This is an optimization exercise on Yosys and OpenROAD, whose aim is small area and a short achievable clock period, not a production implementation.
No functional check of the RTL was part of any run shown here.

## flow/design.v (module list and top-level ports; edited modules follow where they fit)
// module full_adder: 10 lines
// module final_adder: 422 lines
// module fp32_unpacker: 20 lines
// module fp32_aligner: 18 lines
// module wallace_tree_8_inputs: 505 lines
// module fp32_normalizer_rounder: 378 lines
// module fp32_packer: 14 lines
// module fp32_adder_tree_8_inputs: 298 lines
module fp32_adder_tree_8_inputs (
    input wire clk,
    input wire rst_n,
    input wire [127:0] dvr_fp32addtree8to1_s0,
    input wire [127:0] dvr_fp32addtree8to1_s1,
    input wire [2:0] cru_fp32addtree8to1,
    output wire [127:0] dr_fp32addtree8to1_d
);
  // ...
==> flow/flow/run.sh <==
#!/bin/bash
# Layout flow: ORFS, with two changes to its synthesis script and a setup
# margin for timing repair.
#  - synthesis: Yosys's generic synth step runs without its quick ABC pass, so
#    the full adders written in the RTL reach extract_fa as written (no
#    inverters around them); the final ABC mapping uses flow/abc.script.
#  - layout: standard steps; repair_timing aims at SETUP_SLACK_MARGIN.
# Each tool's output goes to ORFS's own logs (orfs/logs/...); make's output to flow.log.
set -euo pipefail
HERE=$(pwd)
FL=$HERE/flow
source $FL/params.sh
sed -e 's#^source \$::env(SCRIPTS_DIR)/synth_preamble.tcl#&\nset abc_args [lreplace $abc_args 1 1 '"$FL"'/abc.script]#' \
    -e 's#synth -top \$::env(DESIGN_NAME) -run fine: {\*}\$synth_full_args#& -noabc#' \
    $FLOW_HOME/scripts/synth.tcl > $HERE/my_synth.tcl
grep -q -- '-noabc' $HERE/my_synth.tcl
grep -q 'abc.script\]' $HERE/my_synth.tcl
sed -e "s#source \$::env(SCRIPTS_DIR)/synth.tcl#source $HERE/my_synth.tcl#" synth_recipe.tcl > my_synth_recipe.tcl
grep -q my_synth.tcl my_synth_recipe.tcl
sed -e "s#SYNTH_SCRIPT=[^ ]*#SYNTH_SCRIPT=$HERE/my_synth_recipe.tcl#" standard.sh > my_standard.sh
grep -q my_synth_recipe.tcl my_standard.sh
export SETUP_SLACK_MARGIN=$MARGIN
bash my_standard.sh finish > flow.log 2>&1
==> flow/flow/abc.script <==
strash
dch
map -B 0.9
topo
stime -c
buffer -c
upsize -c
dnsize -c
==> flow/flow/params.sh <==
MARGIN=31
==> flow/standard.sh <==
#!/bin/bash
# synth_recipe.tcl (not shown) runs the flow's synth.tcl, then flattens the netlist and writes it again
# the make line also repeats each setting of config.mk as NAME=value (left out here)
make -C /OpenROAD-flow-scripts/flow DESIGN_CONFIG=/design/flow/config.mk WORK_HOME=/design/flow/orfs CLKGATE_MAP_FILE= SYNTH_SCRIPT=/design/flow/synth_recipe.tcl "${@:-finish}"
==> flow/config.mk <==
export PLATFORM = sky130hd
export DESIGN_NAME = fp32_adder_tree_8_inputs
export DESIGN_NICKNAME = fp32_adder_tree_8_inputs
export VERILOG_FILES = /design/flow/design.v
export SDC_FILE = /design/flow/constraint.sdc
export NUM_CORES = 8
export LEC_CHECK = 0
export ABC_AREA = 1
export CAP_MARGIN = 20
export CORE_MARGIN = 2
export CORE_UTILIZATION = 40
export SLEW_MARGIN = 20
==> flow/constraint.sdc <==
create_clock -name core_clock -period 64.0 [get_ports {clk}]
set_input_delay 12.8000 -clock core_clock [delete_from_list [all_inputs] [get_ports {clk}]]
set_output_delay 12.8000 -clock core_clock [all_outputs]
set_load 0.01 [all_outputs]
==> flow_summary.json, run 1 <==
{
  "yosys-mux-area-fraction_pct": 4.23,
  "viasPerCell": 5.62,
  "cts_tree": "built",
  "layout-drive-gt1-share_pct": 4.65,
  "cpLargestDelayFamily": "simple AND/OR/NAND/NOR gates",
  "holdWs_ns": 12.58,
  "hold_viol_final": 0,
  "synth-compound-area-share_pct": 15.7,
  "final_common_cell": "nand2_1",
  "rows": 109,
  "outcome": "complete, no violations",
  "taps": 1165,
  "vias": 42100,
  "drt_wl_total_mm": 173,
  "finalNonFillerCells": 7502,
  "critPathKind": "input pin to flop",
  "use_met1_pct": 47.6,
  "met3WireLength_mm": 13.2,
  "cp_num_cells": 84,
  "cts_repair_resize_count": 0,
  "final_antenna_net_count": 0,
  "antenna_cells": 14,
  "grt_start_max_net_pins": 47,
  "dpl_cell_area_um2": 40000,
  "hp-class": "input pin to async pin",
  "finalCritPeriodShare_pct": 49.5,
  "hpwl_mm": 148,
  "ys_seq_area_share_pct": 2.47,
  "synth_top_cell_area_share_pct": 17.3,
  "gr-usage-met2_pct": 60.3,
  "cp_slowest_stage_delay_ns": 0.90,
  "synthCells": 6183,
  "buffers": 459,
  "tightest_slew_ns": 1.17,
  "grt_pass1_wl_mm": 252
}
==> module final_adder, before the edit <==
module final_adder (
    input  wire [35:0] a,
    input  wire [35:0] b,
    output wire [35:0] sum
);
    wire [35:0] s;
    wire fa_1 = a[0] & b[0];
    wire fa_2 = a[1] & b[1];
    wire fa_3 = a[2] & b[2];
    wire fa_4 = a[3] & b[3];
    wire fa_5 = a[4] & b[4];
    wire fa_6 = a[5] & b[5];
    wire fa_7 = a[6] & b[6];
    wire fa_8 = a[7] & b[7];
    wire fa_9 = a[8] & b[8];
    wire fa_10 = a[9] & b[9];
    wire fa_11 = a[10] & b[10];
    wire fa_12 = a[11] & b[11];
    wire fa_13 = a[12] & b[12];
    wire fa_14 = a[13] & b[13];
    wire fa_15 = a[14] & b[14];
    wire fa_16 = a[15] & b[15];
    wire fa_17 = a[16] & b[16];
    wire fa_18 = a[17] & b[17];
    wire fa_19 = a[18] & b[18];
    wire fa_20 = a[19] & b[19];
    wire fa_21 = a[20] & b[20];
    wire fa_22 = a[21] & b[21];
    wire fa_23 = a[22] & b[22];
    wire fa_24 = a[23] & b[23];
    wire fa_25 = a[24] & b[24];
    wire fa_26 = a[25] & b[25];
    wire fa_27 = a[26] & b[26];
    wire fa_28 = a[27] & b[27];
    wire fa_29 = a[28] & b[28];
    wire fa_30 = a[29] & b[29];
    wire fa_31 = a[30] & b[30];
    wire fa_32 = a[31] & b[31];
    wire fa_33 = a[32] & b[32];
    wire fa_34 = a[33] & b[33];
    wire fa_35 = a[34] & b[34];
    wire fa_36 = a[35] & b[35];
    wire fa_37 = a[0] ^ b[0];
    wire fa_38 = a[1] ^ b[1];
    wire fa_39 = a[2] ^ b[2];
    wire fa_40 = a[3] ^ b[3];
    wire fa_41 = a[4] ^ b[4];
    wire fa_42 = a[5] ^ b[5];
    wire fa_43 = a[6] ^ b[6];
    wire fa_44 = a[7] ^ b[7];
    wire fa_45 = a[8] ^ b[8];
    wire fa_46 = a[9] ^ b[9];
    wire fa_47 = a[10] ^ b[10];
    wire fa_48 = a[11] ^ b[11];
    wire fa_49 = a[12] ^ b[12];
    wire fa_50 = a[13] ^ b[13];
    wire fa_51 = a[14] ^ b[14];
    wire fa_52 = a[15] ^ b[15];
    wire fa_53 = a[16] ^ b[16];
    wire fa_54 = a[17] ^ b[17];
    wire fa_55 = a[18] ^ b[18];
    wire fa_56 = a[19] ^ b[19];
    wire fa_57 = a[20] ^ b[20];
    wire fa_58 = a[21] ^ b[21];
    wire fa_59 = a[22] ^ b[22];
    wire fa_60 = a[23] ^ b[23];
    wire fa_61 = a[24] ^ b[24];
    wire fa_62 = a[25] ^ b[25];
    wire fa_63 = a[26] ^ b[26];
    wire fa_64 = a[27] ^ b[27];
    wire fa_65 = a[28] ^ b[28];
    wire fa_66 = a[29] ^ b[29];
    wire fa_67 = a[30] ^ b[30];
    wire fa_68 = a[31] ^ b[31];
    wire fa_69 = a[32] ^ b[32];
    wire fa_70 = a[33] ^ b[33];
    wire fa_71 = a[34] ^ b[34];
    wire fa_72 = a[35] ^ b[35];
    wire fa_73 = fa_2 | (fa_38 & fa_1);
    wire fa_74 = fa_38 & fa_37;
    wire fa_75 = fa_3 | (fa_39 & fa_2);
    wire fa_76 = fa_39 & fa_38;
    wire fa_77 = fa_4 | (fa_40 & fa_3);
    wire fa_78 = fa_40 & fa_39;
    wire fa_79 = fa_5 | (fa_41 & fa_4);
    wire fa_80 = fa_41 & fa_40;
    wire fa_81 = fa_6 | (fa_42 & fa_5);
    wire fa_82 = fa_42 & fa_41;
    wire fa_83 = fa_7 | (fa_43 & fa_6);
    wire fa_84 = fa_43 & fa_42;
    wire fa_85 = fa_8 | (fa_44 & fa_7);
    wire fa_86 = fa_44 & fa_43;
    wire fa_87 = fa_9 | (fa_45 & fa_8);
    wire fa_88 = fa_45 & fa_44;
    wire fa_89 = fa_10 | (fa_46 & fa_9);
    wire fa_90 = fa_46 & fa_45;
    wire fa_91 = fa_11 | (fa_47 & fa_10);
    wire fa_92 = fa_47 & fa_46;
    wire fa_93 = fa_12 | (fa_48 & fa_11);
    wire fa_94 = fa_48 & fa_47;
    wire fa_95 = fa_13 | (fa_49 & fa_12);
    wire fa_96 = fa_49 & fa_48;
    wire fa_97 = fa_14 | (fa_50 & fa_13);
    wire fa_98 = fa_50 & fa_49;
    wire fa_99 = fa_15 | (fa_51 & fa_14);
    wire fa_100 = fa_51 & fa_50;
    wire fa_101 = fa_16 | (fa_52 & fa_15);
    wire fa_102 = fa_52 & fa_51;
    wire fa_103 = fa_17 | (fa_53 & fa_16);
    wire fa_104 = fa_53 & fa_52;
    wire fa_105 = fa_18 | (fa_54 & fa_17);
    wire fa_106 = fa_54 & fa_53;
    wire fa_107 = fa_19 | (fa_55 & fa_18);
    wire fa_108 = fa_55 & fa_54;
    wire fa_109 = fa_20 | (fa_56 & fa_19);
    wire fa_110 = fa_56 & fa_55;
    wire fa_111 = fa_21 | (fa_57 & fa_20);
    wire fa_112 = fa_57 & fa_56;
    wire fa_113 = fa_22 | (fa_58 & fa_21);
    wire fa_114 = fa_58 & fa_57;
    wire fa_115 = fa_23 | (fa_59 & fa_22);
    wire fa_116 = fa_59 & fa_58;
    wire fa_117 = fa_24 | (fa_60 & fa_23);
    wire fa_118 = fa_60 & fa_59;
    wire fa_119 = fa_25 | (fa_61 & fa_24);
    wire fa_120 = fa_61 & fa_60;
    wire fa_121 = fa_26 | (fa_62 & fa_25);
    wire fa_122 = fa_62 & fa_61;
    wire fa_123 = fa_27 | (fa_63 & fa_26);
    wire fa_124 = fa_63 & fa_62;
    wire fa_125 = fa_28 | (fa_64 & fa_27);
    wire fa_126 = fa_64 & fa_63;
    wire fa_127 = fa_29 | (fa_65 & fa_28);
    wire fa_128 = fa_65 & fa_64;
    wire fa_129 = fa_30 | (fa_66 & fa_29);
    wire fa_130 = fa_66 & fa_65;
    wire fa_131 = fa_31 | (fa_67 & fa_30);
    wire fa_132 = fa_67 & fa_66;
    wire fa_133 = fa_32 | (fa_68 & fa_31);
    wire fa_134 = fa_68 & fa_67;
    wire fa_135 = fa_33 | (fa_69 & fa_32);
    wire fa_136 = fa_69 & fa_68;
    wire fa_137 = fa_34 | (fa_70 & fa_33);
    wire fa_138 = fa_70 & fa_69;
    wire fa_139 = fa_35 | (fa_71 & fa_34);
    wire fa_140 = fa_71 & fa_70;
    wire fa_141 = fa_36 | (fa_72 & fa_35);
    wire fa_142 = fa_72 & fa_71;
    wire fa_143 = fa_75 | (fa_76 & fa_1);
    wire fa_144 = fa_76 & fa_37;
    wire fa_145 = fa_77 | (fa_78 & fa_73);
    wire fa_146 = fa_78 & fa_74;
    wire fa_147 = fa_79 | (fa_80 & fa_75);
    wire fa_148 = fa_80 & fa_76;
    wire fa_149 = fa_81 | (fa_82 & fa_77);
    wire fa_150 = fa_82 & fa_78;
    wire fa_151 = fa_83 | (fa_84 & fa_79);
    wire fa_152 = fa_84 & fa_80;
    wire fa_153 = fa_85 | (fa_86 & fa_81);
    wire fa_154 = fa_86 & fa_82;
    wire fa_155 = fa_87 | (fa_88 & fa_83);
    wire fa_156 = fa_88 & fa_84;
    wire fa_157 = fa_89 | (fa_90 & fa_85);
    wire fa_158 = fa_90 & fa_86;
    wire fa_159 = fa_91 | (fa_92 & fa_87);
    wire fa_160 = fa_92 & fa_88;
    wire fa_161 = fa_93 | (fa_94 & fa_89);
    wire fa_162 = fa_94 & fa_90;
    wire fa_163 = fa_95 | (fa_96 & fa_91);
    wire fa_164 = fa_96 & fa_92;
    wire fa_165 = fa_97 | (fa_98 & fa_93);
    wire fa_166 = fa_98 & fa_94;
    wire fa_167 = fa_99 | (fa_100 & fa_95);
    wire fa_168 = fa_100 & fa_96;
    wire fa_169 = fa_101 | (fa_102 & fa_97);
    wire fa_170 = fa_102 & fa_98;
    wire fa_171 = fa_103 | (fa_104 & fa_99);
    wire fa_172 = fa_104 & fa_100;
    wire fa_173 = fa_105 | (fa_106 & fa_101);
    wire fa_174 = fa_106 & fa_102;
    wire fa_175 = fa_107 | (fa_108 & fa_103);
    wire fa_176 = fa_108 & fa_104;
    wire fa_177 = fa_109 | (fa_110 & fa_105);
    wire fa_178 = fa_110 & fa_106;
    wire fa_179 = fa_111 | (fa_112 & fa_107);
    wire fa_180 = fa_112 & fa_108;
    wire fa_181 = fa_113 | (fa_114 & fa_109);
    wire fa_182 = fa_114 & fa_110;
    wire fa_183 = fa_115 | (fa_116 & fa_111);
    wire fa_184 = fa_116 & fa_112;
    wire fa_185 = fa_117 | (fa_118 & fa_113);
    wire fa_186 = fa_118 & fa_114;
    wire fa_187 = fa_119 | (fa_120 & fa_115);
    wire fa_188 = fa_120 & fa_116;
    wire fa_189 = fa_121 | (fa_122 & fa_117);
    wire fa_190 = fa_122 & fa_118;
    wire fa_191 = fa_123 | (fa_124 & fa_119);
    wire fa_192 = fa_124 & fa_120;
    wire fa_193 = fa_125 | (fa_126 & fa_121);
    wire fa_194 = fa_126 & fa_122;
    wire fa_195 = fa_127 | (fa_128 & fa_123);
    wire fa_196 = fa_128 & fa_124;
    wire fa_197 = fa_129 | (fa_130 & fa_125);
    wire fa_198 = fa_130 & fa_126;
    wire fa_199 = fa_131 | (fa_132 & fa_127);
    wire fa_200 = fa_132 & fa_128;
    wire fa_201 = fa_133 | (fa_134 & fa_129);
    wire fa_202 = fa_134 & fa_130;
    wire fa_203 = fa_135 | (fa_136 & fa_131);
    wire fa_204 = fa_136 & fa_132;
    wire fa_205 = fa_137 | (fa_138 & fa_133);
    wire fa_206 = fa_138 & fa_134;
    wire fa_207 = fa_139 | (fa_140 & fa_135);
    wire fa_208 = fa_140 & fa_136;
    wire fa_209 = fa_141 | (fa_142 & fa_137);
    wire fa_210 = fa_142 & fa_138;
    wire fa_211 = fa_147 | (fa_148 & fa_1);
    wire fa_212 = fa_148 & fa_37;
    wire fa_213 = fa_149 | (fa_150 & fa_73);
    wire fa_214 = fa_150 & fa_74;
    wire fa_215 = fa_151 | (fa_152 & fa_143);
    wire fa_216 = fa_152 & fa_144;
    wire fa_217 = fa_153 | (fa_154 & fa_145);
    wire fa_218 = fa_154 & fa_146;
    wire fa_219 = fa_155 | (fa_156 & fa_147);
    wire fa_220 = fa_156 & fa_148;
    wire fa_221 = fa_157 | (fa_158 & fa_149);
    wire fa_222 = fa_158 & fa_150;
    wire fa_223 = fa_159 | (fa_160 & fa_151);
    wire fa_224 = fa_160 & fa_152;
    wire fa_225 = fa_161 | (fa_162 & fa_153);
    wire fa_226 = fa_162 & fa_154;
    wire fa_227 = fa_163 | (fa_164 & fa_155);
    wire fa_228 = fa_164 & fa_156;
    wire fa_229 = fa_165 | (fa_166 & fa_157);
    wire fa_230 = fa_166 & fa_158;
    wire fa_231 = fa_167 | (fa_168 & fa_159);
    wire fa_232 = fa_168 & fa_160;
    wire fa_233 = fa_169 | (fa_170 & fa_161);
    wire fa_234 = fa_170 & fa_162;
    wire fa_235 = fa_171 | (fa_172 & fa_163);
    wire fa_236 = fa_172 & fa_164;
    wire fa_237 = fa_173 | (fa_174 & fa_165);
    wire fa_238 = fa_174 & fa_166;
    wire fa_239 = fa_175 | (fa_176 & fa_167);
    wire fa_240 = fa_176 & fa_168;
    wire fa_241 = fa_177 | (fa_178 & fa_169);
    wire fa_242 = fa_178 & fa_170;
    wire fa_243 = fa_179 | (fa_180 & fa_171);
    wire fa_244 = fa_180 & fa_172;
    wire fa_245 = fa_181 | (fa_182 & fa_173);
    wire fa_246 = fa_182 & fa_174;
    wire fa_247 = fa_183 | (fa_184 & fa_175);
    wire fa_248 = fa_184 & fa_176;
    wire fa_249 = fa_185 | (fa_186 & fa_177);
    wire fa_250 = fa_186 & fa_178;
    wire fa_251 = fa_187 | (fa_188 & fa_179);
    wire fa_252 = fa_188 & fa_180;
    wire fa_253 = fa_189 | (fa_190 & fa_181);
    wire fa_254 = fa_190 & fa_182;
    wire fa_255 = fa_191 | (fa_192 & fa_183);
    wire fa_256 = fa_192 & fa_184;
    wire fa_257 = fa_193 | (fa_194 & fa_185);
    wire fa_258 = fa_194 & fa_186;
    wire fa_259 = fa_195 | (fa_196 & fa_187);
    wire fa_260 = fa_196 & fa_188;
    wire fa_261 = fa_197 | (fa_198 & fa_189);
    wire fa_262 = fa_198 & fa_190;
    wire fa_263 = fa_199 | (fa_200 & fa_191);
    wire fa_264 = fa_200 & fa_192;
    wire fa_265 = fa_201 | (fa_202 & fa_193);
    wire fa_266 = fa_202 & fa_194;
    wire fa_267 = fa_203 | (fa_204 & fa_195);
    wire fa_268 = fa_204 & fa_196;
    wire fa_269 = fa_205 | (fa_206 & fa_197);
    wire fa_270 = fa_206 & fa_198;
    wire fa_271 = fa_207 | (fa_208 & fa_199);
    wire fa_272 = fa_208 & fa_200;
    wire fa_273 = fa_209 | (fa_210 & fa_201);
    wire fa_274 = fa_210 & fa_202;
    wire fa_275 = fa_219 | (fa_220 & fa_1);
    wire fa_276 = fa_220 & fa_37;
    wire fa_277 = fa_221 | (fa_222 & fa_73);
    wire fa_278 = fa_222 & fa_74;
    wire fa_279 = fa_223 | (fa_224 & fa_143);
    wire fa_280 = fa_224 & fa_144;
    wire fa_281 = fa_225 | (fa_226 & fa_145);
    wire fa_282 = fa_226 & fa_146;
    wire fa_283 = fa_227 | (fa_228 & fa_211);
    wire fa_284 = fa_228 & fa_212;
    wire fa_285 = fa_229 | (fa_230 & fa_213);
    wire fa_286 = fa_230 & fa_214;
    wire fa_287 = fa_231 | (fa_232 & fa_215);
    wire fa_288 = fa_232 & fa_216;
    wire fa_289 = fa_233 | (fa_234 & fa_217);
    wire fa_290 = fa_234 & fa_218;
    wire fa_291 = fa_235 | (fa_236 & fa_219);
    wire fa_292 = fa_236 & fa_220;
    wire fa_293 = fa_237 | (fa_238 & fa_221);
    wire fa_294 = fa_238 & fa_222;
    wire fa_295 = fa_239 | (fa_240 & fa_223);
    wire fa_296 = fa_240 & fa_224;
    wire fa_297 = fa_241 | (fa_242 & fa_225);
    wire fa_298 = fa_242 & fa_226;
    wire fa_299 = fa_243 | (fa_244 & fa_227);
    wire fa_300 = fa_244 & fa_228;
    wire fa_301 = fa_245 | (fa_246 & fa_229);
    wire fa_302 = fa_246 & fa_230;
    wire fa_303 = fa_247 | (fa_248 & fa_231);
    wire fa_304 = fa_248 & fa_232;
    wire fa_305 = fa_249 | (fa_250 & fa_233);
    wire fa_306 = fa_250 & fa_234;
    wire fa_307 = fa_251 | (fa_252 & fa_235);
    wire fa_308 = fa_252 & fa_236;
    wire fa_309 = fa_253 | (fa_254 & fa_237);
    wire fa_310 = fa_254 & fa_238;
    wire fa_311 = fa_255 | (fa_256 & fa_239);
    wire fa_312 = fa_256 & fa_240;
    wire fa_313 = fa_257 | (fa_258 & fa_241);
    wire fa_314 = fa_258 & fa_242;
    wire fa_315 = fa_259 | (fa_260 & fa_243);
    wire fa_316 = fa_260 & fa_244;
    wire fa_317 = fa_261 | (fa_262 & fa_245);
    wire fa_318 = fa_262 & fa_246;
    wire fa_319 = fa_263 | (fa_264 & fa_247);
    wire fa_320 = fa_264 & fa_248;
    wire fa_321 = fa_265 | (fa_266 & fa_249);
    wire fa_322 = fa_266 & fa_250;
    wire fa_323 = fa_267 | (fa_268 & fa_251);
    wire fa_324 = fa_268 & fa_252;
    wire fa_325 = fa_269 | (fa_270 & fa_253);
    wire fa_326 = fa_270 & fa_254;
    wire fa_327 = fa_271 | (fa_272 & fa_255);
    wire fa_328 = fa_272 & fa_256;
    wire fa_329 = fa_273 | (fa_274 & fa_257);
    wire fa_330 = fa_274 & fa_258;
    wire fa_331 = fa_291 | (fa_292 & fa_1);
    wire fa_332 = fa_292 & fa_37;
    wire fa_333 = fa_293 | (fa_294 & fa_73);
    wire fa_334 = fa_294 & fa_74;
    wire fa_335 = fa_295 | (fa_296 & fa_143);
    wire fa_336 = fa_296 & fa_144;
    wire fa_337 = fa_297 | (fa_298 & fa_145);
    wire fa_338 = fa_298 & fa_146;
    wire fa_339 = fa_299 | (fa_300 & fa_211);
    wire fa_340 = fa_300 & fa_212;
    wire fa_341 = fa_301 | (fa_302 & fa_213);
    wire fa_342 = fa_302 & fa_214;
    wire fa_343 = fa_303 | (fa_304 & fa_215);
    wire fa_344 = fa_304 & fa_216;
    wire fa_345 = fa_305 | (fa_306 & fa_217);
    wire fa_346 = fa_306 & fa_218;
    wire fa_347 = fa_307 | (fa_308 & fa_275);
    wire fa_348 = fa_308 & fa_276;
    wire fa_349 = fa_309 | (fa_310 & fa_277);
    wire fa_350 = fa_310 & fa_278;
    wire fa_351 = fa_311 | (fa_312 & fa_279);
    wire fa_352 = fa_312 & fa_280;
    wire fa_353 = fa_313 | (fa_314 & fa_281);
    wire fa_354 = fa_314 & fa_282;
    wire fa_355 = fa_315 | (fa_316 & fa_283);
    wire fa_356 = fa_316 & fa_284;
    wire fa_357 = fa_317 | (fa_318 & fa_285);
    wire fa_358 = fa_318 & fa_286;
    wire fa_359 = fa_319 | (fa_320 & fa_287);
    wire fa_360 = fa_320 & fa_288;
    wire fa_361 = fa_321 | (fa_322 & fa_289);
    wire fa_362 = fa_322 & fa_290;
    wire fa_363 = fa_323 | (fa_324 & fa_291);
    wire fa_364 = fa_324 & fa_292;
    wire fa_365 = fa_325 | (fa_326 & fa_293);
    wire fa_366 = fa_326 & fa_294;
    wire fa_367 = fa_327 | (fa_328 & fa_295);
    wire fa_368 = fa_328 & fa_296;
    wire fa_369 = fa_329 | (fa_330 & fa_297);
    wire fa_370 = fa_330 & fa_298;
    wire fa_371 = fa_363 | (fa_364 & fa_1);
    wire fa_372 = fa_364 & fa_37;
    wire fa_373 = fa_365 | (fa_366 & fa_73);
    wire fa_374 = fa_366 & fa_74;
    wire fa_375 = fa_367 | (fa_368 & fa_143);
    wire fa_376 = fa_368 & fa_144;
    wire fa_377 = fa_369 | (fa_370 & fa_145);
    wire fa_378 = fa_370 & fa_146;
    assign s[0] = fa_37;
    assign s[1] = fa_38 ^ fa_1;
    assign s[2] = fa_39 ^ fa_73;
    assign s[3] = fa_40 ^ fa_143;
    assign s[4] = fa_41 ^ fa_145;
    assign s[5] = fa_42 ^ fa_211;
    assign s[6] = fa_43 ^ fa_213;
    assign s[7] = fa_44 ^ fa_215;
    assign s[8] = fa_45 ^ fa_217;
    assign s[9] = fa_46 ^ fa_275;
    assign s[10] = fa_47 ^ fa_277;
    assign s[11] = fa_48 ^ fa_279;
    assign s[12] = fa_49 ^ fa_281;
    assign s[13] = fa_50 ^ fa_283;
    assign s[14] = fa_51 ^ fa_285;
    assign s[15] = fa_52 ^ fa_287;
    assign s[16] = fa_53 ^ fa_289;
    assign s[17] = fa_54 ^ fa_331;
    assign s[18] = fa_55 ^ fa_333;
    assign s[19] = fa_56 ^ fa_335;
    assign s[20] = fa_57 ^ fa_337;
    assign s[21] = fa_58 ^ fa_339;
    assign s[22] = fa_59 ^ fa_341;
    assign s[23] = fa_60 ^ fa_343;
    assign s[24] = fa_61 ^ fa_345;
    assign s[25] = fa_62 ^ fa_347;
    assign s[26] = fa_63 ^ fa_349;
    assign s[27] = fa_64 ^ fa_351;
    assign s[28] = fa_65 ^ fa_353;
    assign s[29] = fa_66 ^ fa_355;
    assign s[30] = fa_67 ^ fa_357;
    assign s[31] = fa_68 ^ fa_359;
    assign s[32] = fa_69 ^ fa_361;
    assign s[33] = fa_70 ^ fa_371;
    assign s[34] = fa_71 ^ fa_373;
    assign s[35] = fa_72 ^ fa_375;
    assign sum = s;
endmodule
==> run 2: changes to the inputs <==
--- a/flow/design.v
+++ b/flow/design.v
@@ -392,42 +392,42 @@
     wire fa_376 = fa_368 & fa_144;
     wire fa_377 = fa_369 | (fa_370 & fa_145);
     wire fa_378 = fa_370 & fa_146;
-    assign s[0] = fa_37;
-    assign s[1] = fa_38 ^ fa_1;
-    assign s[2] = fa_39 ^ fa_73;
-    assign s[3] = fa_40 ^ fa_143;
-    assign s[4] = fa_41 ^ fa_145;
-    assign s[5] = fa_42 ^ fa_211;
-    assign s[6] = fa_43 ^ fa_213;
-    assign s[7] = fa_44 ^ fa_215;
-    assign s[8] = fa_45 ^ fa_217;
-    assign s[9] = fa_46 ^ fa_275;
-    assign s[10] = fa_47 ^ fa_277;
-    assign s[11] = fa_48 ^ fa_279;
-    assign s[12] = fa_49 ^ fa_281;
-    assign s[13] = fa_50 ^ fa_283;
-    assign s[14] = fa_51 ^ fa_285;
-    assign s[15] = fa_52 ^ fa_287;
-    assign s[16] = fa_53 ^ fa_289;
-    assign s[17] = fa_54 ^ fa_331;
-    assign s[18] = fa_55 ^ fa_333;
-    assign s[19] = fa_56 ^ fa_335;
-    assign s[20] = fa_57 ^ fa_337;
-    assign s[21] = fa_58 ^ fa_339;
-    assign s[22] = fa_59 ^ fa_341;
-    assign s[23] = fa_60 ^ fa_343;
-    assign s[24] = fa_61 ^ fa_345;
-    assign s[25] = fa_62 ^ fa_347;
-    assign s[26] = fa_63 ^ fa_349;
-    assign s[27] = fa_64 ^ fa_351;
-    assign s[28] = fa_65 ^ fa_353;
-    assign s[29] = fa_66 ^ fa_355;
-    assign s[30] = fa_67 ^ fa_357;
-    assign s[31] = fa_68 ^ fa_359;
-    assign s[32] = fa_69 ^ fa_361;
-    assign s[33] = fa_70 ^ fa_371;
-    assign s[34] = fa_71 ^ fa_373;
-    assign s[35] = fa_72 ^ fa_375;
+    assign s[0] = fa_37 ^ fa_377;
+    assign s[1] = fa_38 ^ (fa_1 | (fa_37 & fa_377));
+    assign s[2] = fa_39 ^ (fa_73 | (fa_74 & fa_377));
+    assign s[3] = fa_40 ^ (fa_143 | (fa_144 & fa_377));
+    assign s[4] = fa_41 ^ (fa_145 | (fa_146 & fa_377));
+    assign s[5] = fa_42 ^ (fa_211 | (fa_212 & fa_377));
+    assign s[6] = fa_43 ^ (fa_213 | (fa_214 & fa_377));
+    assign s[7] = fa_44 ^ (fa_215 | (fa_216 & fa_377));
+    assign s[8] = fa_45 ^ (fa_217 | (fa_218 & fa_377));
+    assign s[9] = fa_46 ^ (fa_275 | (fa_276 & fa_377));
+    assign s[10] = fa_47 ^ (fa_277 | (fa_278 & fa_377));
+    assign s[11] = fa_48 ^ (fa_279 | (fa_280 & fa_377));
+    assign s[12] = fa_49 ^ (fa_281 | (fa_282 & fa_377));
+    assign s[13] = fa_50 ^ (fa_283 | (fa_284 & fa_377));
+    assign s[14] = fa_51 ^ (fa_285 | (fa_286 & fa_377));
+    assign s[15] = fa_52 ^ (fa_287 | (fa_288 & fa_377));
+    assign s[16] = fa_53 ^ (fa_289 | (fa_290 & fa_377));
+    assign s[17] = fa_54 ^ (fa_331 | (fa_332 & fa_377));
+    assign s[18] = fa_55 ^ (fa_333 | (fa_334 & fa_377));
+    assign s[19] = fa_56 ^ (fa_335 | (fa_336 & fa_377));
+    assign s[20] = fa_57 ^ (fa_337 | (fa_338 & fa_377));
+    assign s[21] = fa_58 ^ (fa_339 | (fa_340 & fa_377));
+    assign s[22] = fa_59 ^ (fa_341 | (fa_342 & fa_377));
+    assign s[23] = fa_60 ^ (fa_343 | (fa_344 & fa_377));
+    assign s[24] = fa_61 ^ (fa_345 | (fa_346 & fa_377));
+    assign s[25] = fa_62 ^ (fa_347 | (fa_348 & fa_377));
+    assign s[26] = fa_63 ^ (fa_349 | (fa_350 & fa_377));
+    assign s[27] = fa_64 ^ (fa_351 | (fa_352 & fa_377));
+    assign s[28] = fa_65 ^ (fa_353 | (fa_354 & fa_377));
+    assign s[29] = fa_66 ^ (fa_355 | (fa_356 & fa_377));
+    assign s[30] = fa_67 ^ (fa_357 | (fa_358 & fa_377));
+    assign s[31] = fa_68 ^ (fa_359 | (fa_360 & fa_377));
+    assign s[32] = fa_69 ^ (fa_361 | (fa_362 & fa_377));
+    assign s[33] = fa_70 ^ (fa_371 | (fa_372 & fa_377));
+    assign s[34] = fa_71 ^ (fa_373 | (fa_374 & fa_377));
+    assign s[35] = fa_72 ^ (fa_375 | (fa_376 & fa_377));
     assign sum = s;
 endmodule
 module fp32_unpacker (
@@ -483,8 +483,10 @@
     wire [31:0] b6 = data_in[223:192];
     wire [31:0] b7 = data_in[255:224];
     wire [3:0] c = sgn[0] + sgn[1] + sgn[2] + sgn[3] + sgn[4] + sgn[5] + sgn[6] + sgn[7];
-    wire [3:0] nc = 4'd0 - c;
-    wire [7:0] k = {nc, c};
+    wire any = |sgn;
+    wire [3:0] klo = c - {3'b0, any};
+    wire [3:0] khi = 4'd0 - c;
+    wire [7:0] k = {khi, klo};
     wire t_s0, t_c0;
     full_adder t_fa0 (.a(b0[0]), .b(b1[0]), .cin(b2[0]), .sum(t_s0), .cout(t_c0));
     wire t_s1, t_c1;
@@ -1179,177 +1181,128 @@
     wire [34:0] n5 = sh[1] ? {n4[32:0], 2'b0} : n4;
     wire [34:0] nn = sh[0] ? {n5[33:0], 1'b0} : n5;
     wire normal = nn[34];
-    wire [8:0] exp_f = normal ? ({1'b0, exp_in} + 9'd3 - {3'b0, sh}) : 9'd0;
     wire g = nn[10];
     wire r = nn[9];
-    wire st = |nn[8:0];
+    wire st = |(mag[8:0] & (9'h1ff >> sh));
     wire rnd = g & (r | st | nn[11]);
-    wire [31:0] rin = {exp_f, nn[33:11]};
-    wire [31:0] rs;
-    wire rn_1 = rin[1] & rin[0];
-    wire rn_2 = rin[2] & rin[1];
-    wire rn_3 = rin[3] & rin[2];
-    wire rn_4 = rin[4] & rin[3];
-    wire rn_5 = rin[5] & rin[4];
-    wire rn_6 = rin[6] & rin[5];
-    wire rn_7 = rin[7] & rin[6];
-    wire rn_8 = rin[8] & rin[7];
-    wire rn_9 = rin[9] & rin[8];
-    wire rn_10 = rin[10] & rin[9];
-    wire rn_11 = rin[11] & rin[10];
-    wire rn_12 = rin[12] & rin[11];
-    wire rn_13 = rin[13] & rin[12];
-    wire rn_14 = rin[14] & rin[13];
-    wire rn_15 = rin[15] & rin[14];
-    wire rn_16 = rin[16] & rin[15];
-    wire rn_17 = rin[17] & rin[16];
-    wire rn_18 = rin[18] & rin[17];
-    wire rn_19 = rin[19] & rin[18];
-    wire rn_20 = rin[20] & rin[19];
-    wire rn_21 = rin[21] & rin[20];
-    wire rn_22 = rin[22] & rin[21];
-    wire rn_23 = rin[23] & rin[22];
-    wire rn_24 = rin[24] & rin[23];
-    wire rn_25 = rin[25] & rin[24];
-    wire rn_26 = rin[26] & rin[25];
-    wire rn_27 = rin[27] & rin[26];
-    wire rn_28 = rin[28] & rin[27];
-    wire rn_29 = rin[29] & rin[28];
-    wire rn_30 = rin[30] & rin[29];
-    wire rn_31 = rin[31] & rin[30];
-    wire rn_32 = rn_2 & rin[0];
-    wire rn_33 = rn_3 & rn_1;
-    wire rn_34 = rn_4 & rn_2;
-    wire rn_35 = rn_5 & rn_3;
-    wire rn_36 = rn_6 & rn_4;
-    wire rn_37 = rn_7 & rn_5;
-    wire rn_38 = rn_8 & rn_6;
-    wire rn_39 = rn_9 & rn_7;
-    wire rn_40 = rn_10 & rn_8;
-    wire rn_41 = rn_11 & rn_9;
-    wire rn_42 = rn_12 & rn_10;
-    wire rn_43 = rn_13 & rn_11;
-    wire rn_44 = rn_14 & rn_12;
-    wire rn_45 = rn_15 & rn_13;
-    wire rn_46 = rn_16 & rn_14;
-    wire rn_47 = rn_17 & rn_15;
-    wire rn_48 = rn_18 & rn_16;
-    wire rn_49 = rn_19 & rn_17;
-    wire rn_50 = rn_20 & rn_18;
-    wire rn_51 = rn_21 & rn_19;
-    wire rn_52 = rn_22 & rn_20;
-    wire rn_53 = rn_23 & rn_21;
-    wire rn_54 = rn_24 & rn_22;
-    wire rn_55 = rn_25 & rn_23;
-    wire rn_56 = rn_26 & rn_24;
-    wire rn_57 = rn_27 & rn_25;
-    wire rn_58 = rn_28 & rn_26;
-    wire rn_59 = rn_29 & rn_27;
-    wire rn_60 = rn_30 & rn_28;
-    wire rn_61 = rn_31 & rn_29;
-    wire rn_62 = rn_34 & rin[0];
-    wire rn_63 = rn_35 & rn_1;
-    wire rn_64 = rn_36 & rn_32;
-    wire rn_65 = rn_37 & rn_33;
-    wire rn_66 = rn_38 & rn_34;
-    wire rn_67 = rn_39 & rn_35;
-    wire rn_68 = rn_40 & rn_36;
-    wire rn_69 = rn_41 & rn_37;
-    wire rn_70 = rn_42 & rn_38;
-    wire rn_71 = rn_43 & rn_39;
-    wire rn_72 = rn_44 & rn_40;
-    wire rn_73 = rn_45 & rn_41;
-    wire rn_74 = rn_46 & rn_42;
-    wire rn_75 = rn_47 & rn_43;
-    wire rn_76 = rn_48 & rn_44;
-    wire rn_77 = rn_49 & rn_45;
-    wire rn_78 = rn_50 & rn_46;
-    wire rn_79 = rn_51 & rn_47;
-    wire rn_80 = rn_52 & rn_48;
-    wire rn_81 = rn_53 & rn_49;
-    wire rn_82 = rn_54 & rn_50;
-    wire rn_83 = rn_55 & rn_51;
-    wire rn_84 = rn_56 & rn_52;
-    wire rn_85 = rn_57 & rn_53;
-    wire rn_86 = rn_58 & rn_54;
-    wire rn_87 = rn_59 & rn_55;
-    wire rn_88 = rn_60 & rn_56;
-    wire rn_89 = rn_61 & rn_57;
-    wire rn_90 = rn_66 & rin[0];
-    wire rn_91 = rn_67 & rn_1;
-    wire rn_92 = rn_68 & rn_32;
-    wire rn_93 = rn_69 & rn_33;
-    wire rn_94 = rn_70 & rn_62;
-    wire rn_95 = rn_71 & rn_63;
-    wire rn_96 = rn_72 & rn_64;
-    wire rn_97 = rn_73 & rn_65;
-    wire rn_98 = rn_74 & rn_66;
-    wire rn_99 = rn_75 & rn_67;
-    wire rn_100 = rn_76 & rn_68;
-    wire rn_101 = rn_77 & rn_69;
-    wire rn_102 = rn_78 & rn_70;
-    wire rn_103 = rn_79 & rn_71;
-    wire rn_104 = rn_80 & rn_72;
-    wire rn_105 = rn_81 & rn_73;
-    wire rn_106 = rn_82 & rn_74;
-    wire rn_107 = rn_83 & rn_75;
-    wire rn_108 = rn_84 & rn_76;
-    wire rn_109 = rn_85 & rn_77;
-    wire rn_110 = rn_86 & rn_78;
-    wire rn_111 = rn_87 & rn_79;
-    wire rn_112 = rn_88 & rn_80;
-    wire rn_113 = rn_89 & rn_81;
-    wire rn_114 = rn_98 & rin[0];
-    wire rn_115 = rn_99 & rn_1;
-    wire rn_116 = rn_100 & rn_32;
-    wire rn_117 = rn_101 & rn_33;
-    wire rn_118 = rn_102 & rn_62;
-    wire rn_119 = rn_103 & rn_63;
-    wire rn_120 = rn_104 & rn_64;
-    wire rn_121 = rn_105 & rn_65;
-    wire rn_122 = rn_106 & rn_90;
-    wire rn_123 = rn_107 & rn_91;
-    wire rn_124 = rn_108 & rn_92;
-    wire rn_125 = rn_109 & rn_93;
-    wire rn_126 = rn_110 & rn_94;
-    wire rn_127 = rn_111 & rn_95;
-    wire rn_128 = rn_112 & rn_96;
-    wire rn_129 = rn_113 & rn_97;
-    assign rs[0] = rin[0] ^ rnd;
-    assign rs[1] = rin[1] ^ (rnd & rin[0]);
-    assign rs[2] = rin[2] ^ (rnd & rn_1);
-    assign rs[3] = rin[3] ^ (rnd & rn_32);
-    assign rs[4] = rin[4] ^ (rnd & rn_33);
-    assign rs[5] = rin[5] ^ (rnd & rn_62);
-    assign rs[6] = rin[6] ^ (rnd & rn_63);
-    assign rs[7] = rin[7] ^ (rnd & rn_64);
-    assign rs[8] = rin[8] ^ (rnd & rn_65);
-    assign rs[9] = rin[9] ^ (rnd & rn_90);
-    assign rs[10] = rin[10] ^ (rnd & rn_91);
-    assign rs[11] = rin[11] ^ (rnd & rn_92);
-    assign rs[12] = rin[12] ^ (rnd & rn_93);
-    assign rs[13] = rin[13] ^ (rnd & rn_94);
-    assign rs[14] = rin[14] ^ (rnd & rn_95);
-    assign rs[15] = rin[15] ^ (rnd & rn_96);
-    assign rs[16] = rin[16] ^ (rnd & rn_97);
-    assign rs[17] = rin[17] ^ (rnd & rn_114);
-    assign rs[18] = rin[18] ^ (rnd & rn_115);
-    assign rs[19] = rin[19] ^ (rnd & rn_116);
-    assign rs[20] = rin[20] ^ (rnd & rn_117);
-    assign rs[21] = rin[21] ^ (rnd & rn_118);
-    assign rs[22] = rin[22] ^ (rnd & rn_119);
-    assign rs[23] = rin[23] ^ (rnd & rn_120);
-    assign rs[24] = rin[24] ^ (rnd & rn_121);
-    assign rs[25] = rin[25] ^ (rnd & rn_122);
-    assign rs[26] = rin[26] ^ (rnd & rn_123);
-    assign rs[27] = rin[27] ^ (rnd & rn_124);
-    assign rs[28] = rin[28] ^ (rnd & rn_125);
-    assign rs[29] = rin[29] ^ (rnd & rn_126);
-    assign rs[30] = rin[30] ^ (rnd & rn_127);
-    assign rs[31] = rin[31] ^ (rnd & rn_128);
-    wire rn_130 = rnd & rn_129;
-    assign overflow = rs[31] | (&rs[30:23]);
-    assign res = rs[30:0];
+    wire [8:0] x3 = {1'b0, exp_in} + 9'd3 - {3'b0, sh};
+    wire [8:0] x4 = {1'b0, exp_in} + 9'd4 - {3'b0, sh};
+    wire ov3 = x3 >= 9'd255;
+    wire ov4 = x4 >= 9'd255;
+    wire [22:0] mr;
+    wire [22:0] mant = nn[33:11];
+    wire rn_1 = mant[1] & mant[0];
+    wire rn_2 = mant[2] & mant[1];
+    wire rn_3 = mant[3] & mant[2];
+    wire rn_4 = mant[4] & mant[3];
+    wire rn_5 = mant[5] & mant[4];
+    wire rn_6 = mant[6] & mant[5];
+    wire rn_7 = mant[7] & mant[6];
+    wire rn_8 = mant[8] & mant[7];
+    wire rn_9 = mant[9] & mant[8];
+    wire rn_10 = mant[10] & mant[9];
+    wire rn_11 = mant[11] & mant[10];
+    wire rn_12 = mant[12] & mant[11];
+    wire rn_13 = mant[13] & mant[12];
+    wire rn_14 = mant[14] & mant[13];
+    wire rn_15 = mant[15] & mant[14];
+    wire rn_16 = mant[16] & mant[15];
+    wire rn_17 = mant[17] & mant[16];
+    wire rn_18 = mant[18] & mant[17];
+    wire rn_19 = mant[19] & mant[18];
+    wire rn_20 = mant[20] & mant[19];
+    wire rn_21 = mant[21] & mant[20];
+    wire rn_22 = mant[22] & mant[21];
+    wire rn_23 = rn_2 & mant[0];
+    wire rn_24 = rn_3 & rn_1;
+    wire rn_25 = rn_4 & rn_2;
+    wire rn_26 = rn_5 & rn_3;
+    wire rn_27 = rn_6 & rn_4;
+    wire rn_28 = rn_7 & rn_5;
+    wire rn_29 = rn_8 & rn_6;
+    wire rn_30 = rn_9 & rn_7;
+    wire rn_31 = rn_10 & rn_8;
+    wire rn_32 = rn_11 & rn_9;
+    wire rn_33 = rn_12 & rn_10;
+    wire rn_34 = rn_13 & rn_11;
+    wire rn_35 = rn_14 & rn_12;
+    wire rn_36 = rn_15 & rn_13;
+    wire rn_37 = rn_16 & rn_14;
+    wire rn_38 = rn_17 & rn_15;
+    wire rn_39 = rn_18 & rn_16;
+    wire rn_40 = rn_19 & rn_17;
+    wire rn_41 = rn_20 & rn_18;
+    wire rn_42 = rn_21 & rn_19;
+    wire rn_43 = rn_22 & rn_20;
+    wire rn_44 = rn_25 & mant[0];
+    wire rn_45 = rn_26 & rn_1;
+    wire rn_46 = rn_27 & rn_23;
+    wire rn_47 = rn_28 & rn_24;
+    wire rn_48 = rn_29 & rn_25;
+    wire rn_49 = rn_30 & rn_26;
+    wire rn_50 = rn_31 & rn_27;
+    wire rn_51 = rn_32 & rn_28;
+    wire rn_52 = rn_33 & rn_29;
+    wire rn_53 = rn_34 & rn_30;
+    wire rn_54 = rn_35 & rn_31;
+    wire rn_55 = rn_36 & rn_32;
+    wire rn_56 = rn_37 & rn_33;
+    wire rn_57 = rn_38 & rn_34;
+    wire rn_58 = rn_39 & rn_35;
+    wire rn_59 = rn_40 & rn_36;
+    wire rn_60 = rn_41 & rn_37;
+    wire rn_61 = rn_42 & rn_38;
+    wire rn_62 = rn_43 & rn_39;
+    wire rn_63 = rn_48 & mant[0];
+    wire rn_64 = rn_49 & rn_1;
+    wire rn_65 = rn_50 & rn_23;
+    wire rn_66 = rn_51 & rn_24;
+    wire rn_67 = rn_52 & rn_44;
+    wire rn_68 = rn_53 & rn_45;
+    wire rn_69 = rn_54 & rn_46;
+    wire rn_70 = rn_55 & rn_47;
+    wire rn_71 = rn_56 & rn_48;
+    wire rn_72 = rn_57 & rn_49;
+    wire rn_73 = rn_58 & rn_50;
+    wire rn_74 = rn_59 & rn_51;
+    wire rn_75 = rn_60 & rn_52;
+    wire rn_76 = rn_61 & rn_53;
+    wire rn_77 = rn_62 & rn_54;
+    wire rn_78 = rn_71 & mant[0];
+    wire rn_79 = rn_72 & rn_1;
+    wire rn_80 = rn_73 & rn_23;
+    wire rn_81 = rn_74 & rn_24;
+    wire rn_82 = rn_75 & rn_44;
+    wire rn_83 = rn_76 & rn_45;
+    wire rn_84 = rn_77 & rn_46;
+    assign mr[0] = mant[0] ^ rnd;
+    assign mr[1] = mant[1] ^ (rnd & mant[0]);
+    assign mr[2] = mant[2] ^ (rnd & rn_1);
+    assign mr[3] = mant[3] ^ (rnd & rn_23);
+    assign mr[4] = mant[4] ^ (rnd & rn_24);
+    assign mr[5] = mant[5] ^ (rnd & rn_44);
+    assign mr[6] = mant[6] ^ (rnd & rn_45);
+    assign mr[7] = mant[7] ^ (rnd & rn_46);
+    assign mr[8] = mant[8] ^ (rnd & rn_47);
+    assign mr[9] = mant[9] ^ (rnd & rn_63);
+    assign mr[10] = mant[10] ^ (rnd & rn_64);
+    assign mr[11] = mant[11] ^ (rnd & rn_65);
+    assign mr[12] = mant[12] ^ (rnd & rn_66);
+    assign mr[13] = mant[13] ^ (rnd & rn_67);
+    assign mr[14] = mant[14] ^ (rnd & rn_68);
+    assign mr[15] = mant[15] ^ (rnd & rn_69);
+    assign mr[16] = mant[16] ^ (rnd & rn_70);
+    assign mr[17] = mant[17] ^ (rnd & rn_78);
+    assign mr[18] = mant[18] ^ (rnd & rn_79);
+    assign mr[19] = mant[19] ^ (rnd & rn_80);
+    assign mr[20] = mant[20] ^ (rnd & rn_81);
+    assign mr[21] = mant[21] ^ (rnd & rn_82);
+    assign mr[22] = mant[22] ^ (rnd & rn_83);
+    wire rn_85 = rnd & rn_84;
+    wire cm = rn_85;
+    wire [7:0] er = normal ? (cm ? x4[7:0] : x3[7:0]) : {7'b0, cm};
+    assign overflow = normal & (cm ? ov4 : ov3);
+    assign res = {er, mr};
 endmodule
 module fp32_packer (
     input  wire        res_nan,
@@ -1390,53 +1343,23 @@
     wire res_nan = (|nan) | (pinf & ninf);
     wire res_inf = pinf | ninf;
     wire all_neg = &sgn;
-    function cmp_ge(input [7:0] a, input [7:0] b);
+    function [7:0] max2(input [7:0] a, input [7:0] b);
         reg c;
         integer k;
         begin
             c = 1'b1;
             for (k = 0; k < 8; k = k + 1)
                 c = (a[k] & ~b[k]) | ((a[k] | ~b[k]) & c);
-            cmp_ge = c;
+            max2 = c ? a : b;
         end
     endfunction
-    wire ge_0_1 = cmp_ge(ex[0], ex[1]);
-    wire ge_0_2 = cmp_ge(ex[0], ex[2]);
-    wire ge_0_3 = cmp_ge(ex[0], ex[3]);
-    wire ge_0_4 = cmp_ge(ex[0], ex[4]);
-    wire ge_0_5 = cmp_ge(ex[0], ex[5]);
-    wire ge_0_6 = cmp_ge(ex[0], ex[6]);
-    wire ge_0_7 = cmp_ge(ex[0], ex[7]);
-    wire ge_1_2 = cmp_ge(ex[1], ex[2]);
-    wire ge_1_3 = cmp_ge(ex[1], ex[3]);
-    wire ge_1_4 = cmp_ge(ex[1], ex[4]);
-    wire ge_1_5 = cmp_ge(ex[1], ex[5]);
-    wire ge_1_6 = cmp_ge(ex[1], ex[6]);
-    wire ge_1_7 = cmp_ge(ex[1], ex[7]);
-    wire ge_2_3 = cmp_ge(ex[2], ex[3]);
-    wire ge_2_4 = cmp_ge(ex[2], ex[4]);
-    wire ge_2_5 = cmp_ge(ex[2], ex[5]);
-    wire ge_2_6 = cmp_ge(ex[2], ex[6]);
-    wire ge_2_7 = cmp_ge(ex[2], ex[7]);
-    wire ge_3_4 = cmp_ge(ex[3], ex[4]);
-    wire ge_3_5 = cmp_ge(ex[3], ex[5]);
-    wire ge_3_6 = cmp_ge(ex[3], ex[6]);
-    wire ge_3_7 = cmp_ge(ex[3], ex[7]);
-    wire ge_4_5 = cmp_ge(ex[4], ex[5]);
-    wire ge_4_6 = cmp_ge(ex[4], ex[6]);
-    wire ge_4_7 = cmp_ge(ex[4], ex[7]);
-    wire ge_5_6 = cmp_ge(ex[5], ex[6]);
-    wire ge_5_7 = cmp_ge(ex[5], ex[7]);
-    wire ge_6_7 = cmp_ge(ex[6], ex[7]);
-    wire win_0 = ge_0_1 & ge_0_2 & ge_0_3 & ge_0_4 & ge_0_5 & ge_0_6 & ge_0_7;
-    wire win_1 = ~ge_0_1 & ge_1_2 & ge_1_3 & ge_1_4 & ge_1_5 & ge_1_6 & ge_1_7;
-    wire win_2 = ~ge_0_2 & ~ge_1_2 & ge_2_3 & ge_2_4 & ge_2_5 & ge_2_6 & ge_2_7;
-    wire win_3 = ~ge_0_3 & ~ge_1_3 & ~ge_2_3 & ge_3_4 & ge_3_5 & ge_3_6 & ge_3_7;
-    wire win_4 = ~ge_0_4 & ~ge_1_4 & ~ge_2_4 & ~ge_3_4 & ge_4_5 & ge_4_6 & ge_4_7;
-    wire win_5 = ~ge_0_5 & ~ge_1_5 & ~ge_2_5 & ~ge_3_5 & ~ge_4_5 & ge_5_6 & ge_5_7;
-    wire win_6 = ~ge_0_6 & ~ge_1_6 & ~ge_2_6 & ~ge_3_6 & ~ge_4_6 & ~ge_5_6 & ge_6_7;
-    wire win_7 = ~ge_0_7 & ~ge_1_7 & ~ge_2_7 & ~ge_3_7 & ~ge_4_7 & ~ge_5_7 & ~ge_6_7;
-    wire [7:0] emax = ({8{win_0}} & ex[0]) | ({8{win_1}} & ex[1]) | ({8{win_2}} & ex[2]) | ({8{win_3}} & ex[3]) | ({8{win_4}} & ex[4]) | ({8{win_5}} & ex[5]) | ({8{win_6}} & ex[6]) | ({8{win_7}} & ex[7]);
+    wire [7:0] m01 = max2(ex[0], ex[1]);
+    wire [7:0] m23 = max2(ex[2], ex[3]);
+    wire [7:0] m45 = max2(ex[4], ex[5]);
+    wire [7:0] m67 = max2(ex[6], ex[7]);
+    wire [7:0] m03 = max2(m01, m23);
+    wire [7:0] m47 = max2(m45, m67);
+    wire [7:0] emax = max2(m03, m47);
     wire [255:0] aligned;
     generate
         for (i = 0; i < 8; i = i + 1) begin : align_gen
@@ -1450,193 +1373,9 @@
     wallace_tree_8_inputs tree (.data_in(aligned), .sgn(sgn), .row_a(row_a), .row_b(row_b));
     final_adder cpa (.a(row_a), .b(row_b), .sum(sum));
     wire neg = sum[35];
-    wire [34:0] mag;
-    wire [34:0] sx = sum[34:0] ^ {35{neg}};
-    wire ng_1 = sx[1] & sx[0];
-    wire ng_2 = sx[2] & sx[1];
-    wire ng_3 = sx[3] & sx[2];
-    wire ng_4 = sx[4] & sx[3];
-    wire ng_5 = sx[5] & sx[4];
-    wire ng_6 = sx[6] & sx[5];
-    wire ng_7 = sx[7] & sx[6];
-    wire ng_8 = sx[8] & sx[7];
-    wire ng_9 = sx[9] & sx[8];
-    wire ng_10 = sx[10] & sx[9];
-    wire ng_11 = sx[11] & sx[10];
-    wire ng_12 = sx[12] & sx[11];
-    wire ng_13 = sx[13] & sx[12];
-    wire ng_14 = sx[14] & sx[13];
-    wire ng_15 = sx[15] & sx[14];
-    wire ng_16 = sx[16] & sx[15];
-    wire ng_17 = sx[17] & sx[16];
-    wire ng_18 = sx[18] & sx[17];
-    wire ng_19 = sx[19] & sx[18];
-    wire ng_20 = sx[20] & sx[19];
-    wire ng_21 = sx[21] & sx[20];
-    wire ng_22 = sx[22] & sx[21];
-    wire ng_23 = sx[23] & sx[22];
-    wire ng_24 = sx[24] & sx[23];
-    wire ng_25 = sx[25] & sx[24];
-    wire ng_26 = sx[26] & sx[25];
-    wire ng_27 = sx[27] & sx[26];
-    wire ng_28 = sx[28] & sx[27];
-    wire ng_29 = sx[29] & sx[28];
-    wire ng_30 = sx[30] & sx[29];
-    wire ng_31 = sx[31] & sx[30];
-    wire ng_32 = sx[32] & sx[31];
-    wire ng_33 = sx[33] & sx[32];
-    wire ng_34 = sx[34] & sx[33];
-    wire ng_35 = ng_2 & sx[0];
-    wire ng_36 = ng_3 & ng_1;
-    wire ng_37 = ng_4 & ng_2;
-    wire ng_38 = ng_5 & ng_3;
-    wire ng_39 = ng_6 & ng_4;
-    wire ng_40 = ng_7 & ng_5;
-    wire ng_41 = ng_8 & ng_6;
-    wire ng_42 = ng_9 & ng_7;
-    wire ng_43 = ng_10 & ng_8;
-    wire ng_44 = ng_11 & ng_9;
-    wire ng_45 = ng_12 & ng_10;
-    wire ng_46 = ng_13 & ng_11;
-    wire ng_47 = ng_14 & ng_12;
-    wire ng_48 = ng_15 & ng_13;
-    wire ng_49 = ng_16 & ng_14;
-    wire ng_50 = ng_17 & ng_15;
-    wire ng_51 = ng_18 & ng_16;
-    wire ng_52 = ng_19 & ng_17;
-    wire ng_53 = ng_20 & ng_18;
-    wire ng_54 = ng_21 & ng_19;
-    wire ng_55 = ng_22 & ng_20;
-    wire ng_56 = ng_23 & ng_21;
-    wire ng_57 = ng_24 & ng_22;
-    wire ng_58 = ng_25 & ng_23;
-    wire ng_59 = ng_26 & ng_24;
-    wire ng_60 = ng_27 & ng_25;
-    wire ng_61 = ng_28 & ng_26;
-    wire ng_62 = ng_29 & ng_27;
-    wire ng_63 = ng_30 & ng_28;
-    wire ng_64 = ng_31 & ng_29;
-    wire ng_65 = ng_32 & ng_30;
-    wire ng_66 = ng_33 & ng_31;
-    wire ng_67 = ng_34 & ng_32;
-    wire ng_68 = ng_37 & sx[0];
-    wire ng_69 = ng_38 & ng_1;
-    wire ng_70 = ng_39 & ng_35;
-    wire ng_71 = ng_40 & ng_36;
-    wire ng_72 = ng_41 & ng_37;
-    wire ng_73 = ng_42 & ng_38;
-    wire ng_74 = ng_43 & ng_39;
-    wire ng_75 = ng_44 & ng_40;
-    wire ng_76 = ng_45 & ng_41;
-    wire ng_77 = ng_46 & ng_42;
-    wire ng_78 = ng_47 & ng_43;
-    wire ng_79 = ng_48 & ng_44;
-    wire ng_80 = ng_49 & ng_45;
-    wire ng_81 = ng_50 & ng_46;
-    wire ng_82 = ng_51 & ng_47;
-    wire ng_83 = ng_52 & ng_48;
-    wire ng_84 = ng_53 & ng_49;
-    wire ng_85 = ng_54 & ng_50;
-    wire ng_86 = ng_55 & ng_51;
-    wire ng_87 = ng_56 & ng_52;
-    wire ng_88 = ng_57 & ng_53;
-    wire ng_89 = ng_58 & ng_54;
-    wire ng_90 = ng_59 & ng_55;
-    wire ng_91 = ng_60 & ng_56;
-    wire ng_92 = ng_61 & ng_57;
-    wire ng_93 = ng_62 & ng_58;
-    wire ng_94 = ng_63 & ng_59;
-    wire ng_95 = ng_64 & ng_60;
-    wire ng_96 = ng_65 & ng_61;
-    wire ng_97 = ng_66 & ng_62;
-    wire ng_98 = ng_67 & ng_63;
-    wire ng_99 = ng_72 & sx[0];
-    wire ng_100 = ng_73 & ng_1;
-    wire ng_101 = ng_74 & ng_35;
-    wire ng_102 = ng_75 & ng_36;
-    wire ng_103 = ng_76 & ng_68;
-    wire ng_104 = ng_77 & ng_69;
-    wire ng_105 = ng_78 & ng_70;
-    wire ng_106 = ng_79 & ng_71;
-    wire ng_107 = ng_80 & ng_72;
-    wire ng_108 = ng_81 & ng_73;
-    wire ng_109 = ng_82 & ng_74;
-    wire ng_110 = ng_83 & ng_75;
-    wire ng_111 = ng_84 & ng_76;
-    wire ng_112 = ng_85 & ng_77;
-    wire ng_113 = ng_86 & ng_78;
-    wire ng_114 = ng_87 & ng_79;
-    wire ng_115 = ng_88 & ng_80;
-    wire ng_116 = ng_89 & ng_81;
-    wire ng_117 = ng_90 & ng_82;
-    wire ng_118 = ng_91 & ng_83;
-    wire ng_119 = ng_92 & ng_84;
-    wire ng_120 = ng_93 & ng_85;
-    wire ng_121 = ng_94 & ng_86;
-    wire ng_122 = ng_95 & ng_87;
-    wire ng_123 = ng_96 & ng_88;
-    wire ng_124 = ng_97 & ng_89;
-    wire ng_125 = ng_98 & ng_90;
-    wire ng_126 = ng_107 & sx[0];
-    wire ng_127 = ng_108 & ng_1;
-    wire ng_128 = ng_109 & ng_35;
-    wire ng_129 = ng_110 & ng_36;
-    wire ng_130 = ng_111 & ng_68;
-    wire ng_131 = ng_112 & ng_69;
-    wire ng_132 = ng_113 & ng_70;
-    wire ng_133 = ng_114 & ng_71;
-    wire ng_134 = ng_115 & ng_99;
-    wire ng_135 = ng_116 & ng_100;
-    wire ng_136 = ng_117 & ng_101;
-    wire ng_137 = ng_118 & ng_102;
-    wire ng_138 = ng_119 & ng_103;
-    wire ng_139 = ng_120 & ng_104;
-    wire ng_140 = ng_121 & ng_105;
-    wire ng_141 = ng_122 & ng_106;
-    wire ng_142 = ng_123 & ng_107;
-    wire ng_143 = ng_124 & ng_108;
-    wire ng_144 = ng_125 & ng_109;
-    wire ng_145 = ng_142 & sx[0];
-    wire ng_146 = ng_143 & ng_1;
-    wire ng_147 = ng_144 & ng_35;
-    assign mag[0] = sx[0] ^ neg;
-    assign mag[1] = sx[1] ^ (neg & sx[0]);
-    assign mag[2] = sx[2] ^ (neg & ng_1);
-    assign mag[3] = sx[3] ^ (neg & ng_35);
-    assign mag[4] = sx[4] ^ (neg & ng_36);
-    assign mag[5] = sx[5] ^ (neg & ng_68);
-    assign mag[6] = sx[6] ^ (neg & ng_69);
-    assign mag[7] = sx[7] ^ (neg & ng_70);
-    assign mag[8] = sx[8] ^ (neg & ng_71);
-    assign mag[9] = sx[9] ^ (neg & ng_99);
-    assign mag[10] = sx[10] ^ (neg & ng_100);
-    assign mag[11] = sx[11] ^ (neg & ng_101);
-    assign mag[12] = sx[12] ^ (neg & ng_102);
-    assign mag[13] = sx[13] ^ (neg & ng_103);
-    assign mag[14] = sx[14] ^ (neg & ng_104);
-    assign mag[15] = sx[15] ^ (neg & ng_105);
-    assign mag[16] = sx[16] ^ (neg & ng_106);
-    assign mag[17] = sx[17] ^ (neg & ng_126);
-    assign mag[18] = sx[18] ^ (neg & ng_127);
-    assign mag[19] = sx[19] ^ (neg & ng_128);
-    assign mag[20] = sx[20] ^ (neg & ng_129);
-    assign mag[21] = sx[21] ^ (neg & ng_130);
-    assign mag[22] = sx[22] ^ (neg & ng_131);
-    assign mag[23] = sx[23] ^ (neg & ng_132);
-    assign mag[24] = sx[24] ^ (neg & ng_133);
-    assign mag[25] = sx[25] ^ (neg & ng_134);
-    assign mag[26] = sx[26] ^ (neg & ng_135);
-    assign mag[27] = sx[27] ^ (neg & ng_136);
-    assign mag[28] = sx[28] ^ (neg & ng_137);
-    assign mag[29] = sx[29] ^ (neg & ng_138);
-    assign mag[30] = sx[30] ^ (neg & ng_139);
-    assign mag[31] = sx[31] ^ (neg & ng_140);
-    assign mag[32] = sx[32] ^ (neg & ng_141);
-    assign mag[33] = sx[33] ^ (neg & ng_145);
-    assign mag[34] = sx[34] ^ (neg & ng_146);
-    wire ng_148 = neg & ng_147;
-    wire zero = ~|sum;
-    wire sign = neg | (zero & all_neg);
+    wire [34:0] mag = sum[34:0] ^ {35{neg}};
+    wire zero = ~|mag;
+    wire sign = zero ? all_neg : neg;
     wire [30:0] res;
     wire overflow;
     fp32_normalizer_rounder nr (.mag(mag), .exp_in(emax), .res(res), .overflow(overflow));
--- a/flow/flow/run.sh
+++ b/flow/flow/run.sh
@@ -4,7 +4,8 @@
 #  - synthesis: Yosys's generic synth step runs without its quick ABC pass, so
 #    the full adders written in the RTL reach extract_fa as written (no
 #    inverters around them); the final ABC mapping uses flow/abc.script.
-#  - layout: standard steps; repair_timing aims at SETUP_SLACK_MARGIN.
+#  - layout: standard steps; repair_timing aims at SETUP_SLACK_MARGIN; the
+#    port buffers are the platform's smallest buffer.
 # Each tool's output goes to ORFS's own logs (orfs/logs/...); make's output to flow.log.
 set -euo pipefail
 HERE=$(pwd)
@@ -20,4 +21,6 @@
 sed -e "s#SYNTH_SCRIPT=[^ ]*#SYNTH_SCRIPT=$HERE/my_synth_recipe.tcl#" standard.sh > my_standard.sh
 grep -q my_synth_recipe.tcl my_standard.sh
 export SETUP_SLACK_MARGIN=$MARGIN
+# every port still gets a buffer, the smallest one
+export BUFFER_PORTS_ARGS="${PORTBUF:--buffer_cell sky130_fd_sc_hd__buf_1}"
 bash my_standard.sh finish > flow.log 2>&1
==> flow/flow/params.sh (replaced) <==
MARGIN=35
==> run 2 against run 1 <==
  * Hold slack better by 0.040 ns
  * Die area down 8.2%
  * Via count down 8.5%
  * Synthesized cell count down 12%
  * Clock-buffer cell count unchanged
  * Global-route usage down 4.2 points
  * Wire length down 16%
  * Core utilization up 1.8 points
  * Sequential share of layout area up 0.11 points
  * Critical endpoint is now sum_q[7]$_DFF_PN0_
==> flow_summary.json, run 2 <==
{
  "outcome": "complete, no violations",
  "rsz0062_at_grt": "false",
  "final_design_area_no_fill_um2": 38200,
  "critPathKind": "input pin to flop",
  "ys_seq_area_share_pct": 2.69,
  "dpl_cell_area_um2": 34600,
  "synth_top_cell_area_share_pct": 16.8,
  "critPathMaxFanout": 31,
  "tightest_slew_ns": 1.15,
  "finalNonFillerCells": 6879,
  "crit_required_ns": 64.17,
  "core_um2": 80500,
  "final_cell_mix": "1443 x nand2_1, 513 x o21ai_0, 509 x inv_1",
  "viasPerCell": 5.61,
  "drt-initial-drc-count": 3434,
  "synth_area_leader_cell": "nand2_1",
  "port_buffers": 388,
  "largest_reg_flops": 32,
  "htreeDepth": 2,
  "drt_wl_total_mm": 145,
  "crit_path_end_kind": "flop",
  "grt_pass1_vias": 34600,
  "holdWs_ns": 12.62,
  "met2_wirelength_mm": 65.1,
  "hold_viol_final": 0,
  "antenna_found_initial": 14,
  "wl_met1_mm": 60.4,
  "synth_ff_type": "dfrtp_1",
  "syn_to_final_growth_pct": 17.5,
  "io_pins": 389,
  "wl_per_cell_um": 21.1,
  "grtUsageTotal_pct": 32.5,
  "layout-drive-gt1-share_pct": 13.0,
  "met3WireLength_mm": 10.9,
  "placed_cells": 6671,
  "yosysWarnings": 1,
  "synth_seq_cells": 35,
  "syn-num-nets": 6057,
  "finalCritPeriodShare_pct": 44.0,
  "syn_area_per_cell_um2": 5.98,
  "synthCells": 5438,
  "syn-cell-area_um2": 32500,
  "final_common_cell": "nand2_1",
  "setup.worst_path.start": "dvr_fp32addtree8to1_s1[30]",
  "rows": 104,
  "final_antenna_net_count": 0,
  "cts_tree": "built",
  "die_area_um2": 83600,
  "regMostFlops": "sum_q",
  "grt_start_max_net_pins": 40,
  "grt_pass1_wl_mm": 208,
  "hpwl_mm": 119,
  "finalSetupTns_ns": 0,
  "cp_slowest_stage_delay_ns": 0.61,
  "overflow": 0,
  "synth_edf_count": 0,
  "hp-class": "input pin to async pin",
  "die_height_um": 289,
  "yosys-top-cells-count": "1459 x nand2_1, 595 x o21ai_0, 535 x inv_1",
  "timing.fmax_ghz": 0.0355,
  "vias": 38600,
  "synth.area.top_cells": "nand2_1 17%, fa_1 13%, xor2_1 9.8%"
}
run 2: how the worst min path moves through the flow:
stage | from | end | slack [ns] | cells after the start
detailed placement | cru_fp32addtree8to1[2] | valid_q$_DFF_PN0_ | 12.91 | 1
floorplan | rst_n | seg_q[0]$_DFF_PN0_ | 12.50 | 0
CTS | cru_fp32addtree8to1[2] | valid_q$_DFF_PN0_ | 12.62 | 1
global route | cru_fp32addtree8to1[2] | valid_q$_DFF_PN0_ | 12.61 | 1
global placement | cru_fp32addtree8to1[0] | seg_q[0]$_DFF_PN0_ | 12.91 | 1
finish | rst_n | sum_q[3]$_DFF_PN0_ | 12.62 | 1
run 2: critical path, delay by kind of cell:
kind / cells / cell delay (ns)
AND/OR/NAND/NOR: 48 / 5.33
AO/OA/AOI/OAI: 21 / 3.32
buffers and inverters: 17 / 1.92
XOR/XNOR: 2 / 0.57
multiplexers: 1 / 0.21
adder cells (fa/ha/maj): 10 / 4.08
run 2: metal layers:
layer	vias up	GRT usage, %
met5	-	0
met4	10	15.2
met3	337	4.57
met2	1662	53.5
met1	18000	41.8
li1	18600	-
run 2: cell type report:
cell class,instances,share of cell area [%]
clock buffers,6,0.363
repair inverters,22,0.399
inverters,585,6.17
repair buffers,602,8.77
diodes,9,0.0589
multi-input cells,4558,78.4
well taps,1060,3.47
flip-flops and latches,35,2.29
clock inverters,2,0.0425
run 2: cells by family (layout without fill, tap and decap cells):
group           after synthesis  after routing  share of synthesized area [%]
simple gates               2656           2666                           36.0
compound gates             1012           1012                           17.7
buf+inv                     856           1217                           10.5
xor+xnor                    382            383                           10.3
fa+ha+maj                   358            358                           18.6
mux                         139            139                           4.28
flops                        35             35                           2.69
other cells                   0              9                              0
run 2: what timing repair did:
action,in CTS,in global routing
setup endpoints to repair,31,31
buffers inserted,23,124
endpoints found under the hold margin,0,0
gates cloned,20,23
pin swaps,17,99
resized for setup,139,386

==> separate check: timing with driven ports <==
No port has a modelled driver above. Below, the same layouts with a new extraction and two added sets of constraints. Step 1 (the two cells are an assumption about what drives the block):
set clk [get_ports {clk}]
set_driving_cell -lib_cell sky130_fd_sc_hd__clkbuf_16 $clk
set_driving_cell -lib_cell sky130_fd_sc_hd__buf_2 [delete_from_list [all_inputs] $clk]
Step 2 moves the port delays by t, midway between the first and last clock arrival at a register: inputs arrive t later, outputs are due t later. That takes back most of the time a late clock gives input paths. Slacks: ideal / step 1 / step 2; pairs: ideal / step 1.
run | shift t [ns] | setup WS [ns] | hold WS [ns] | latest minus earliest clock arrival (ns) | worst slew at a driven data input, ns
run 1 | 0.331 | 32.296 / 32.321 / 31.990 | 12.579 / 12.557 / 12.888 | 0.004 / 0.004 | 0.14
run 2 | 0.315 | 35.827 / 35.843 / 35.528 | 12.619 / 12.613 / 12.928 | 0.003 / 0.002 | 0.12
After both steps setup and hold are still met in every run listed. For run 1, which loses most, drivers alone change the setup slack by +0.025 ns; drivers and shift together by -0.306 ns.
